Background: an optimization exercise with open tools, aiming at small area, a short achievable clock period and few clock cycles. Do not read the settings as production practice. Where RTL was checked, it was by simulation tests only, not by an equivalence proof against the original.

// TotalALU
module TotalALU( clk, dataA, dataB, Signal, control, Output, Busy, reset );
input reset ;
input clk ;
input [2:0] control ;
input [31:0] dataA ;
input [31:0] dataB ;
input [5:0] Signal ;
output [31:0] Output ;
output Busy ;
wire sub = Signal[1];
wire [31:0] bx = dataB ^ {32{sub}};
wire [31:0] sum;
wire cout;
wire [31:0] a_g = dataA & bx;
wire [31:0] a_p = dataA ^ bx;
wire a_g0c = sub ? ( dataA[0] | ~dataB[0] ) : ( dataA[0] & dataB[0] );
wire a_G1 = a_g[1] | (a_p[1] & a_g0c);
wire a_G2 = a_g[3] | (a_p[3] & a_g[2]);
wire a_P2 = a_p[3] & a_p[2];
wire a_G3 = a_g[5] | (a_p[5] & a_g[4]);
wire a_P3 = a_p[5] & a_p[4];
wire a_G4 = a_g[7] | (a_p[7] & a_g[6]);
wire a_P4 = a_p[7] & a_p[6];
wire a_G5 = a_g[9] | (a_p[9] & a_g[8]);
wire a_P5 = a_p[9] & a_p[8];
wire a_G6 = a_g[11] | (a_p[11] & a_g[10]);
wire a_P6 = a_p[11] & a_p[10];
wire a_G7 = a_g[13] | (a_p[13] & a_g[12]);
wire a_P7 = a_p[13] & a_p[12];
  ...
Settings: LEC_CHECK=0, CAP_MARGIN=20, CORE_MARGIN=2, CORE_UTILIZATION=40, SLEW_MARGIN=20, SYNTH_HIERARCHICAL=1, SYNTH_MINIMUM_KEEP_SIZE=0; clock period 24.0 ns.
standard.sh (not shown) runs the stock make flow with config.mk's settings and CLKGATE_MAP_FILE= SYNTH_SCRIPT=/design/flow/synth_recipe.tcl, a recipe that flattens the netlist after the stock synthesis.
==> flow/flow/run.sh <==
#!/bin/bash
# Layout: the standard flow (standard.sh: standard synthesis, floorplan,
# placement, CTS, routing), with two changes:
#  - the port buffers are buf_1 cells (repair_timing upsizes the critical ones) rather than the delay cells buffer_ports
#    picks by default (every input and output port still gets a buffer);
#  - repair_timing aims for SETUP_SLACK_MARGIN ns more setup slack than the
#    clock needs, so it shortens the port-to-port paths that set the period.
# The clock, its period and the I/O constraints are the standard flow's, unchanged.
set -euo pipefail
MARGIN=${MARGIN:-11}
bash standard.sh "SETUP_SLACK_MARGIN=$MARGIN" \
  "BUFFER_PORTS_ARGS=-buffer_cell sky130_fd_sc_hd__buf_1" REMOVE_ABC_BUFFERS=1 finish > standard_flow.log 2>&1
Testbench counts at the start, summed over its fixed seeds: cycles 4,330.
Next try:
--- a/flow/design.v
+++ b/flow/design.v
@@ -11,20 +11,21 @@
 module TotalALU( clk, dataA, dataB, Signal, control, Output, Busy, reset );
 input reset ;
 input clk ;
 input [2:0] control ;
 input [31:0] dataA ;
 input [31:0] dataB ;
 input [5:0] Signal ;
 output [31:0] Output ;
 output Busy ;
-wire sub = Signal[1];
-wire [31:0] bx = dataB ^ {32{sub}};
+wire sub = control[2];
+wire subH = Signal[1];
+wire [31:0] bx = dataB ^ { {16{subH}}, {16{sub}} };
 wire [31:0] sum;
 wire cout;
 wire [31:0] a_g = dataA & bx;
 wire [31:0] a_p = dataA ^ bx;
 wire a_g0c = sub ? ( dataA[0] | ~dataB[0] ) : ( dataA[0] & dataB[0] );
 wire a_G1 = a_g[1] | (a_p[1] & a_g0c);
 wire a_G2 = a_g[3] | (a_p[3] & a_g[2]);
 wire a_P2 = a_p[3] & a_p[2];
 wire a_G3 = a_g[5] | (a_p[5] & a_g[4]);
After rerunning:
- synthesized area rose by 0.95%
- sequential share of layout area went down by 0.35 points
- via count came out higher by 1.8%
- setup slack gets worse by 0.073 ns
- clock-buffer cell count climbs by 2
- hold slack loses 0.035 ns
- critical path depth goes down by 4
- maximum frequency is lower by 0.56%
- wire length rose by 0.95%
- clock skew goes up by 0.0058 ns
The RTL of the second run of this note was laid out without a check of its function.

* * *

Another version of the RTL of TotalALU (not shown whole).
For scale: about 1700 cells after synthesis, roughly 99 flip-flops, ~110 I/O pins.
Settings: LEC_CHECK=0, CAP_MARGIN=20, CORE_MARGIN=2, CORE_UTILIZATION=40, SLEW_MARGIN=20, SYNTH_HIERARCHICAL=1, SYNTH_MINIMUM_KEEP_SIZE=0; clock period 24.0 ns.
Scripts as last shown in full above: flow/flow/run.sh
Testbench counts at the start, summed over its fixed seeds: cycles 4,330.
Change:
--- a/flow/design.v
+++ b/flow/design.v
@@ -1,35 +1,46 @@
 `timescale 1ns/1ns
 module FullAdder( input a, input b, input cin, output S, output cout );
 assign S = a ^ b ^ cin;
 assign cout = ( a & b ) | ( a & cin ) | ( b & cin );
 endmodule
 module HalfAdder( input a, input b, output S, output cout );
 assign S = a ^ b;
 assign cout = a & b;
 endmodule
+module Xor2( input a, input b, output y );
+assign y = a ^ b;
+endmodule
 `timescale 1ns/1ns
 module TotalALU( clk, dataA, dataB, Signal, control, Output, Busy, reset );
 input reset ;
 input clk ;
 input [2:0] control ;
 input [31:0] dataA ;
 input [31:0] dataB ;
 input [5:0] Signal ;
 output [31:0] Output ;
 output Busy ;
 wire sub = Signal[1];
-wire [31:0] bx = dataB ^ {32{sub}};
+wire [31:0] bx;
+genvar xi;
+generate for ( xi = 0; xi < 32; xi = xi + 1 ) begin : bxor
+  Xor2 u_bx ( .a(dataB[xi]), .b(sub), .y(bx[xi]) );
+end endgenerate
 wire [31:0] sum;
 wire cout;
-wire [31:0] a_g = dataA & bx;
-wire [31:0] a_p = dataA ^ bx;
-wire a_g0c = a_g[0] | (a_p[0] & sub);
+wire [31:0] a_g;
+wire [31:0] a_p;
+genvar gi;
+generate for ( gi = 0; gi < 32; gi = gi + 1 ) begin : pg
+  HalfAdder u_pg ( .a(dataA[gi]), .b(bx[gi]), .S(a_p[gi]), .cout(a_g[gi]) );
+end endgenerate
+wire a_g0c = sub ? ( dataA[0] | ~dataB[0] ) : ( dataA[0] & dataB[0] );
 wire a_G1 = a_g[1] | (a_p[1] & a_g0c);
 wire a_G2 = a_g[3] | (a_p[3] & a_g[2]);
 wire a_P2 = a_p[3] & a_p[2];
 wire a_G3 = a_g[5] | (a_p[5] & a_g[4]);
 wire a_P3 = a_p[5] & a_p[4];
 wire a_G4 = a_g[7] | (a_p[7] & a_g[6]);
 wire a_P4 = a_p[7] & a_p[6];
 wire a_G5 = a_g[9] | (a_p[9] & a_g[8]);
 wire a_P5 = a_p[9] & a_p[8];
The changed run finished clean.
Area after synthesis stays flat.
Setup slack gets worse by 0.044 ns.
Global-route usage went down by 1.7 points.
Final cell count drops by 2.1%.
Flip-flop and latch count does not change.
Die area is about the same.
Worst hold slack degrades by 0.049 ns.
Critical path depth goes down by 1.
Fmax came out lower by 0.34%.
No functional check of the RTL was part of the second run of this note.

[what the ideal ports hide]
The results above use ideal ports. As a check the final layouts listed here were re-extracted and re-timed, cells and wires unchanged.
Step 1, drivers: a clkbuf_16 drives clk and a buf_2 each remaining input, both assumed.
Step 2 times the ports against the registers' clock, not the clock port: input delays grow and output delays shrink by t, the midpoint of the rising clock arrivals with the driver on.
a / b / c = ideal ports / drivers / drivers and shift; a / b = the first two.
| run | t (ns) | slack for setup (ns) | clock arrival spread, ns |
|---|---|---|---|
| the first run of note 1 | 0.416 | 11.137 / 11.100 / 11.100 | 0.012 / 0.011 |
| the second run of note 1 | 0.419 | 11.064 / 11.037 / 11.037 | 0.016 / 0.016 |
| the first run of note 2 | 0.426 | 11.094 / 11.067 / 11.067 | 0.016 / 0.016 |
| the second run of note 2 | 0.405 | 11.051 / 10.992 / 10.992 | 0.009 / 0.009 |
After both steps every run listed still meets setup and hold. For the second run of note 2, which loses most, drivers alone change the setup slack by -0.059 ns; drivers and shift together by -0.059 ns.
